This is an optimization exercise on Yosys and OpenROAD, whose aim is small area, not a production implementation. RTL that was checked went through simulation tests only; none was proved equivalent to the original. Power and IR drop assume default switching activity.

Setup of run E:
## DFT
module DFT( output [31:0] real_value,
            output [31:0] imag_value,
            input [7:0] in,
            input clk, rst );
Settings: LEC_CHECK=0, ABC_AREA=1, CAP_MARGIN=20, CORE_MARGIN=2, CORE_UTILIZATION=60, CTS_BUF_LIST=sky130_fd_sc_hd__clkbuf_8, SLEW_MARGIN=20; clock period 12.0 ns.
run.sh (not shown) runs the stock make flow with config.mk's settings and CLKGATE_MAP_FILE= SYNTH_SCRIPT=/design/flow/synth_recipe.tcl, a recipe that flattens the netlist after the stock synthesis.
[inputs] run A vs run E
# run E
export LEC_CHECK = 0
export ABC_AREA = 1
export CAP_MARGIN = 20
export CORE_MARGIN = 2
export CORE_UTILIZATION = 60
export CTS_BUF_LIST = sky130_fd_sc_hd__clkbuf_8
export SLEW_MARGIN = 20
create_clock -name core_clock -period 12.0 [get_ports {clk}]
# run A
export LEC_CHECK = 0
export ABC_AREA = 1
export CAP_MARGIN = 20
export CORE_MARGIN = 2
export CORE_UTILIZATION = 60
export SLEW_MARGIN = 20
create_clock -name core_clock -period 12.0 [get_ports {clk}]
Notes after the runs:
Time the final worst path needs with I/O delays and setup, run E and run A, lower one = run A.
Detailed-route vias per instance of run A exceeds that of run E slightly.
Global-route wire length before repair | run A above run E
Taking run E as the reference, in run A worst path required time comparable; power now larger.


Another version of the RTL of DFT (not shown whole).
Size: about 1000 cells after synthesis.
clock: 12.0 ns
lec_check: 0
abc_area: 1
cap_margin: 20
core_margin: 2
core_utilization: 60
cts_cluster_diameter: 120
cts_cluster_size: 34
slew_margin: 20
standard.sh (not shown) runs the stock make flow with config.mk's settings and CLKGATE_MAP_FILE= SYNTH_SCRIPT=/design/flow/synth_recipe.tcl, a recipe that flattens the netlist after the stock synthesis.
==> flow/flow/run.sh <==
#!/bin/bash
# The standard layout, with the port buffers made from the smallest buffer cell.
set -euo pipefail
export BUFFER_PORTS_ARGS="-buffer_cell sky130_fd_sc_hd__buf_1"
bash standard.sh > standard.log 2>&1
The baseline completed without violations.
Edit:
--- a/flow/config.mk
+++ b/flow/config.mk
@@ -11,4 +11,4 @@
 export CORE_UTILIZATION = 60
-export CTS_CLUSTER_DIAMETER = 120
-export CTS_CLUSTER_SIZE = 34
+export CTS_CLUSTER_DIAMETER = 80
+export CTS_CLUSTER_SIZE = 24
 export SLEW_MARGIN = 20
Count of clock-buffer cells in the layout climbs by 2. Non-clock buffer count does not change. Wire length climbs by 0.78%.
Edit:
--- a/flow/config.mk
+++ b/flow/config.mk
@@ -11,4 +11,5 @@
 export CORE_UTILIZATION = 60
-export CTS_CLUSTER_DIAMETER = 80
-export CTS_CLUSTER_SIZE = 24
+export CTS_BUF_LIST = sky130_fd_sc_hd__clkbuf_8
+export CTS_CLUSTER_DIAMETER = 50
+export CTS_CLUSTER_SIZE = 12
 export SLEW_MARGIN = 20
Effect:
- worst setup slack degrades by 0.021 ns
- wire length rises by 2.0%
- register-to-register slack degrades by 0.02 ns
Edit:
--- a/flow/config.mk
+++ b/flow/config.mk
@@ -11,5 +11,4 @@
 export CORE_UTILIZATION = 60
-export CTS_BUF_LIST = sky130_fd_sc_hd__clkbuf_8
-export CTS_CLUSTER_DIAMETER = 50
-export CTS_CLUSTER_SIZE = 12
+export CTS_CLUSTER_DIAMETER = 120
+export CTS_CLUSTER_SIZE = 28
 export SLEW_MARGIN = 20
=> Power shrinks by 2.4%; non-clock buffer count stays the same; count of clock-buffer cells in the layout shrinks by 11; via count shrinks by 1.5%; worst hold slack improves by 0.0069 ns; area after synthesis stays the same; maximum frequency barely changes; critical path depth is unchanged; final area shrinks by 1.2%; setup slack degrades by 0.011 ns.
No functional check of the RTL was part of any run of this note.


## juniper
The RTL this note starts from:
==> flow/design.v <==
module DFT( output [31:0] real_value,
            output [31:0] imag_value,
            input [7:0] in,
            input clk, rst );
function [20:0] raddl;
  input [19:0] a, b;
  input ci;
  integer i;
  reg c;
  begin
    c = ci;
    for (i = 0; i < 20; i = i + 1) begin
      raddl[i] = a[i] ^ b[i] ^ c;
      c = (a[i] & b[i]) | (a[i] & c) | (b[i] & c);
    end
    raddl[20] = c;
  end
endfunction
function [5:0] raddh0;
  input [5:0] a, b;
  integer i;
  reg c;
  begin
    c = 1'b0;
    for (i = 0; i < 6; i = i + 1) begin
      raddh0[i] = a[i] ^ b[i] ^ c;
      c = (a[i] & b[i]) | (a[i] & c) | (b[i] & c);
    end
  end
endfunction
function [5:0] raddh1;
  input [5:0] a, b;
  integer i;
  reg c;
  begin
    c = 1'b1;
    for (i = 0; i < 6; i = i + 1) begin
      raddh1[i] = a[i] ^ b[i] ^ c;
      c = (a[i] & b[i]) | (a[i] & c) | (b[i] & c);
    end
  end
endfunction
function [25:0] radd;
  input [25:0] a, b;
  input ci;
  reg [20:0] l;
  begin
    l = raddl(a[19:0], b[19:0], ci);
    radd = {l[20] ? raddh1(a[25:20], b[25:20]) : raddh0(a[25:20], b[25:20]), l[19:0]};
  end
endfunction
function [8:0] radd9;
  input [8:0] a, b;
  input ci;
  integer i;
  reg c;
  begin
    c = ci;
    for (i = 0; i < 9; i = i + 1) begin
      radd9[i] = a[i] ^ b[i] ^ c;
      c = (a[i] & b[i]) | (a[i] & c) | (b[i] & c);
    end
  end
endfunction
function [22:0] tab;
  input [2:0] c;
  input [2:0] d;
  begin
    case (c)
      3'd1: case (d) 3'd1: tab = 23'd1048576; 3'd2: tab = 23'd2097152; 3'd3: tab = 23'd3145728; 3'd4: tab = 23'd4194304; default: tab = 23'd0; endcase
      3'd2: case (d) 3'd1: tab = 23'd968758; 3'd2: tab = 23'd1937516; 3'd3: tab = 23'd2906274; 3'd4: tab = 23'd3875032; default: tab = 23'd0; endcase
      3'd3: case (d) 3'd1: tab = 23'd741456; 3'd2: tab = 23'd1482912; 3'd3: tab = 23'd2224368; 3'd4: tab = 23'd2965824; default: tab = 23'd0; endcase
      3'd4: case (d) 3'd1: tab = 23'd741455; 3'd2: tab = 23'd1482910; 3'd3: tab = 23'd2224365; 3'd4: tab = 23'd2965820; default: tab = 23'd0; endcase
      3'd5: case (d) 3'd1: tab = 23'd401272; 3'd2: tab = 23'd802544; 3'd3: tab = 23'd1203816; 3'd4: tab = 23'd1605088; default: tab = 23'd0; endcase
      3'd6: case (d) 3'd1: tab = 23'd401273; 3'd2: tab = 23'd802546; 3'd3: tab = 23'd1203819; 3'd4: tab = 23'd1605092; default: tab = 23'd0; endcase
      default: tab = 23'd0;
    endcase
  end
endfunction
reg [7:0] lo [0:7];    
reg [7:0] hi [0:7];    
reg [4:0] j;           
reg [3:0] k;           
reg ld;                
reg [25:0] accr, acci;
reg [25:0] outr, outi;
wire ldA = ld & ~k[0] & j[4] & j[0];
wire ldB = ld &  k[0] & ~j[4] & ~j[3] & j[0];
wire ldC = ld &  k[0] & ~j[4] &  j[3] & j[0];
wire ldD = ld &  k[0] &  j[4] & j[0];
integer q;
always @(posedge clk) begin
  lo[0] <= ldA ? in : lo[7];
  lo[1] <= ldB ? in : lo[0];
  hi[0] <= ldC ? in : hi[7];
  hi[1] <= ldD ? in : hi[0];
  for (q = 2; q < 8; q = q + 1) begin
    lo[q] <= lo[q-1];
    hi[q] <= hi[q-1];
  end
end
always @(posedge clk) begin
  if (rst) begin
    j <= 5'd16;
    k <= 4'd14;
    ld <= 1'b1;
  end else if (j == 5'd23) begin
    j <= 5'd0;
    k <= k + 4'd1;
    if (k == 4'd15) ld <= 1'b0;
  end else begin
    j <= j + 5'd1;
  end
end
wire [7:0] a = lo[7];
wire [7:0] b = hi[7];
wire kn0 = k[0] ^ (j == 5'd23);    
wire [8:0] un = radd9({a[7], a}, {b[7], b} ^ {9{kn0}}, kn0);
reg [2:0] n;
always @(*) begin
  case (j[2:0])
    3'd0: n = 3'd3;
    3'd1: n = 3'd4;
    3'd2: n = 3'd0;
    3'd3: n = 3'd5;
    3'd4: n = 3'd1;
    3'd5: n = 3'd6;
    3'd6: n = 3'd2;
    3'd7: n = 3'd7;
  endcase
end
reg [3:0] g;
wire [1:0] pn = (j == 5'd23) ? 2'd0 : (j == 5'd7) ? 2'd1 : (j == 5'd15) ? 2'd2 : j[4:3];
always @(*) begin
  case (pn)
    2'd0: g = {un[2:0], 1'b0};
    2'd1: g = un[5:2];
    default: g = un[8:5];
  endcase
end
reg [2:0] dmn;
reg dnn;
always @(*) begin
  case (g)
    4'd0: begin dmn = 3'd0; dnn = 1'b0; end
    4'd1: begin dmn = 3'd1; dnn = 1'b0; end
    4'd2: begin dmn = 3'd1; dnn = 1'b0; end
    4'd3: begin dmn = 3'd2; dnn = 1'b0; end
    4'd4: begin dmn = 3'd2; dnn = 1'b0; end
    4'd5: begin dmn = 3'd3; dnn = 1'b0; end
    4'd6: begin dmn = 3'd3; dnn = 1'b0; end
    4'd7: begin dmn = 3'd4; dnn = 1'b0; end
    4'd8: begin dmn = 3'd4; dnn = 1'b1; end
    4'd9: begin dmn = 3'd3; dnn = 1'b1; end
    4'd10: begin dmn = 3'd3; dnn = 1'b1; end
    4'd11: begin dmn = 3'd2; dnn = 1'b1; end
    4'd12: begin dmn = 3'd2; dnn = 1'b1; end
    4'd13: begin dmn = 3'd1; dnn = 1'b1; end
    4'd14: begin dmn = 3'd1; dnn = 1'b1; end
    4'd15: begin dmn = 3'd0; dnn = 1'b0; end
  endcase
end
reg [2:0] dm;
reg dn;
always @(posedge clk) begin
  dm <= dmn;
  dn <= dnn;
end
wire [3:0] m = ({4{n[0]}} & k) + ({4{n[1]}} & {k[2:0], 1'b0}) + ({4{n[2]}} & {k[1:0], 2'b00});
wire altc = k[0] & n[1];
wire alt_r = altc & (n[2] == (k[1] ^ k[2]));
wire alt_i = altc & (n[2] != (k[1] ^ k[2]));
reg [2:0] rcn, icn;
reg rsn, isn;
always @(*) begin
  case (m)
    4'd0: begin rsn = 1'b0; rcn = 3'd1; isn = 1'b0; icn = 3'd0; end
    4'd1: begin rsn = 1'b0; rcn = 3'd2; isn = 1'b1; icn = (alt_i ? 3'd6 : 3'd5); end
    4'd2: begin rsn = 1'b0; rcn = (alt_r ? 3'd4 : 3'd3); isn = 1'b1; icn = (alt_i ? 3'd4 : 3'd3); end
    4'd3: begin rsn = 1'b0; rcn = (alt_r ? 3'd6 : 3'd5); isn = 1'b1; icn = 3'd2; end
    4'd4: begin rsn = 1'b0; rcn = 3'd0; isn = 1'b1; icn = 3'd1; end
    4'd5: begin rsn = 1'b1; rcn = (alt_r ? 3'd6 : 3'd5); isn = 1'b1; icn = 3'd2; end
    4'd6: begin rsn = 1'b1; rcn = (alt_r ? 3'd4 : 3'd3); isn = 1'b1; icn = (alt_i ? 3'd4 : 3'd3); end
    4'd7: begin rsn = 1'b1; rcn = 3'd2; isn = 1'b1; icn = (alt_i ? 3'd6 : 3'd5); end
    4'd8: begin rsn = 1'b1; rcn = 3'd1; isn = 1'b0; icn = 3'd0; end
    4'd9: begin rsn = 1'b1; rcn = 3'd2; isn = 1'b0; icn = (alt_i ? 3'd6 : 3'd5); end
    4'd10: begin rsn = 1'b1; rcn = (alt_r ? 3'd4 : 3'd3); isn = 1'b0; icn = (alt_i ? 3'd4 : 3'd3); end
    4'd11: begin rsn = 1'b1; rcn = (alt_r ? 3'd6 : 3'd5); isn = 1'b0; icn = 3'd2; end
    4'd12: begin rsn = 1'b0; rcn = 3'd0; isn = 1'b0; icn = 3'd1; end
    4'd13: begin rsn = 1'b0; rcn = (alt_r ? 3'd6 : 3'd5); isn = 1'b0; icn = 3'd2; end
    4'd14: begin rsn = 1'b0; rcn = (alt_r ? 3'd4 : 3'd3); isn = 1'b0; icn = (alt_i ? 3'd4 : 3'd3); end
    4'd15: begin rsn = 1'b0; rcn = 3'd2; isn = 1'b0; icn = (alt_i ? 3'd6 : 3'd5); end
  endcase
end
wire [2:0] rc = rcn, ic = icn;
wire rs = rsn, is = isn;
wire [22:0] mr = tab(rc, dm);
wire [22:0] mi = tab(ic, dm);
wire nr = dn ^ rs;
wire ni = dn ^ is;
wire first = (j == 5'd0);
wire shift = (j == 5'd8) | (j == 5'd16);
wire [25:0] br = first ? 26'd0  : shift ? {{3{accr[25]}}, accr[25:3]} : accr;
wire [25:0] bi = first ? 26'd63 : shift ? {{3{acci[25]}}, acci[25:3]} : acci;
wire [25:0] sr = radd(br, {3'd0, mr} ^ {26{nr}}, nr);
wire [25:0] si = radd(bi, {3'd0, mi} ^ {26{ni}}, ni);
always @(posedge clk) begin
  accr <= sr;
  acci <= si;
  if (j == 5'd23) begin
    outr <= sr[25:0];
    outi <= si[25:0];
  end
end
assign real_value = {{3{outr[25]}}, outr, 3'b000};
assign imag_value = {{3{outi[25]}}, outi, 3'b000};
endmodule
export LEC_CHECK = 0
export ABC_AREA = 1
export CAP_MARGIN = 20
export CORE_MARGIN = 2
export CORE_UTILIZATION = 60
export CTS_CLUSTER_DIAMETER = 70
export CTS_CLUSTER_SIZE = 30
export SLEW_MARGIN = 20
create_clock -name core_clock -period 12.0 [get_ports {clk}]
Scripts as last shown in full above: flow/flow/run.sh
juniper went all the way through the flow, and no timing, DRC or antenna check failed.
Inputs modified between juniper and xenon:
diff --git a/flow/config.mk b/flow/config.mk
--- a/flow/config.mk
+++ b/flow/config.mk
@@ -11,3 +11,3 @@
-export CORE_UTILIZATION = 60
-export CTS_CLUSTER_DIAMETER = 70
-export CTS_CLUSTER_SIZE = 30
+export CORE_UTILIZATION = 75
+export CTS_CLUSTER_DIAMETER = 80
+export CTS_CLUSTER_SIZE = 24
## What came out
Of xenon and juniper, the lower share of final layout cell area taken by clock buffers and inverters belongs to xenon. Diff juniper -> xenon: fraction of met2 tracks used by global routing now larger; setup slack now smaller.
Modified inputs, cedar compared to xenon
diff --git a/flow/config.mk b/flow/config.mk
--- a/flow/config.mk
+++ b/flow/config.mk
@@ -11 +11 @@
-export CORE_UTILIZATION = 75
+export CORE_UTILIZATION = 60
[summary]
- As far as setup TNS goes, xenon and cedar are indistinguishable; the numbers are identical.
- Global placer's final weighted congestion is higher on xenon
- Status: sequential power parity (cedar, xenon)
- When cedar is set beside xenon, its proportion of total power due to net switching turns out to be 0.81 points smaller.
- The maximum clock frequency of cedar is higher than that of xenon.

-- static timing again, ports no longer ideal --
In the flow no input, the clock included, has a driving cell. The finished layouts below were timed again as built, in two steps.
Step 1 sets driving cells, clkbuf_16 on the clock port and buf_2 on the other inputs (assumed; they add their load-dependent delay and slew).
Step 2 times the ports against the registers' clock, not the clock port: input delays grow and output delays shrink by t, the midpoint of the rising clock arrivals with the driver on.
Three values: no drivers, after step 1, after step 2; two values: the first two.
| run | t, ns | slack for setup (ns) | worst setup path at the end | worst slew at a driven data input, ns | pins driven straight from the clock port |
|---|---|---|---|---|---|
| run E | 0.568 | 1.186 / 1.186 / 1.186 | register to register | 0.03 | 1 |
| run A | 0.550 | 1.193 / 1.193 / 1.193 | register to register | 0.03 | 1 |
| the first run of note 2 | 0.514 | 0.606 / 0.606 / 0.606 | register to register | 0.03 | 1 |
| the second run of note 2 | 0.532 | 0.637 / 0.637 / 0.637 | register to register | 0.03 | 1 |
| the third run of note 2 | 0.595 | 0.616 / 0.616 / 0.616 | register to register | 0.03 | 1 |
| the fourth run of note 2 | 0.526 | 0.605 / 0.605 / 0.605 | register to register | 0.03 | 1 |
| juniper | 0.523 | 0.597 / 0.597 / 0.597 | register to register | 0.03 | 1 |
| xenon | 0.514 | 0.478 / 0.478 / 0.478 | register to register | 0.04 | 1 |
| cedar | 0.532 | 0.637 / 0.637 / 0.637 | register to register | 0.03 | 1 |
After both steps every run listed still meets setup and hold.
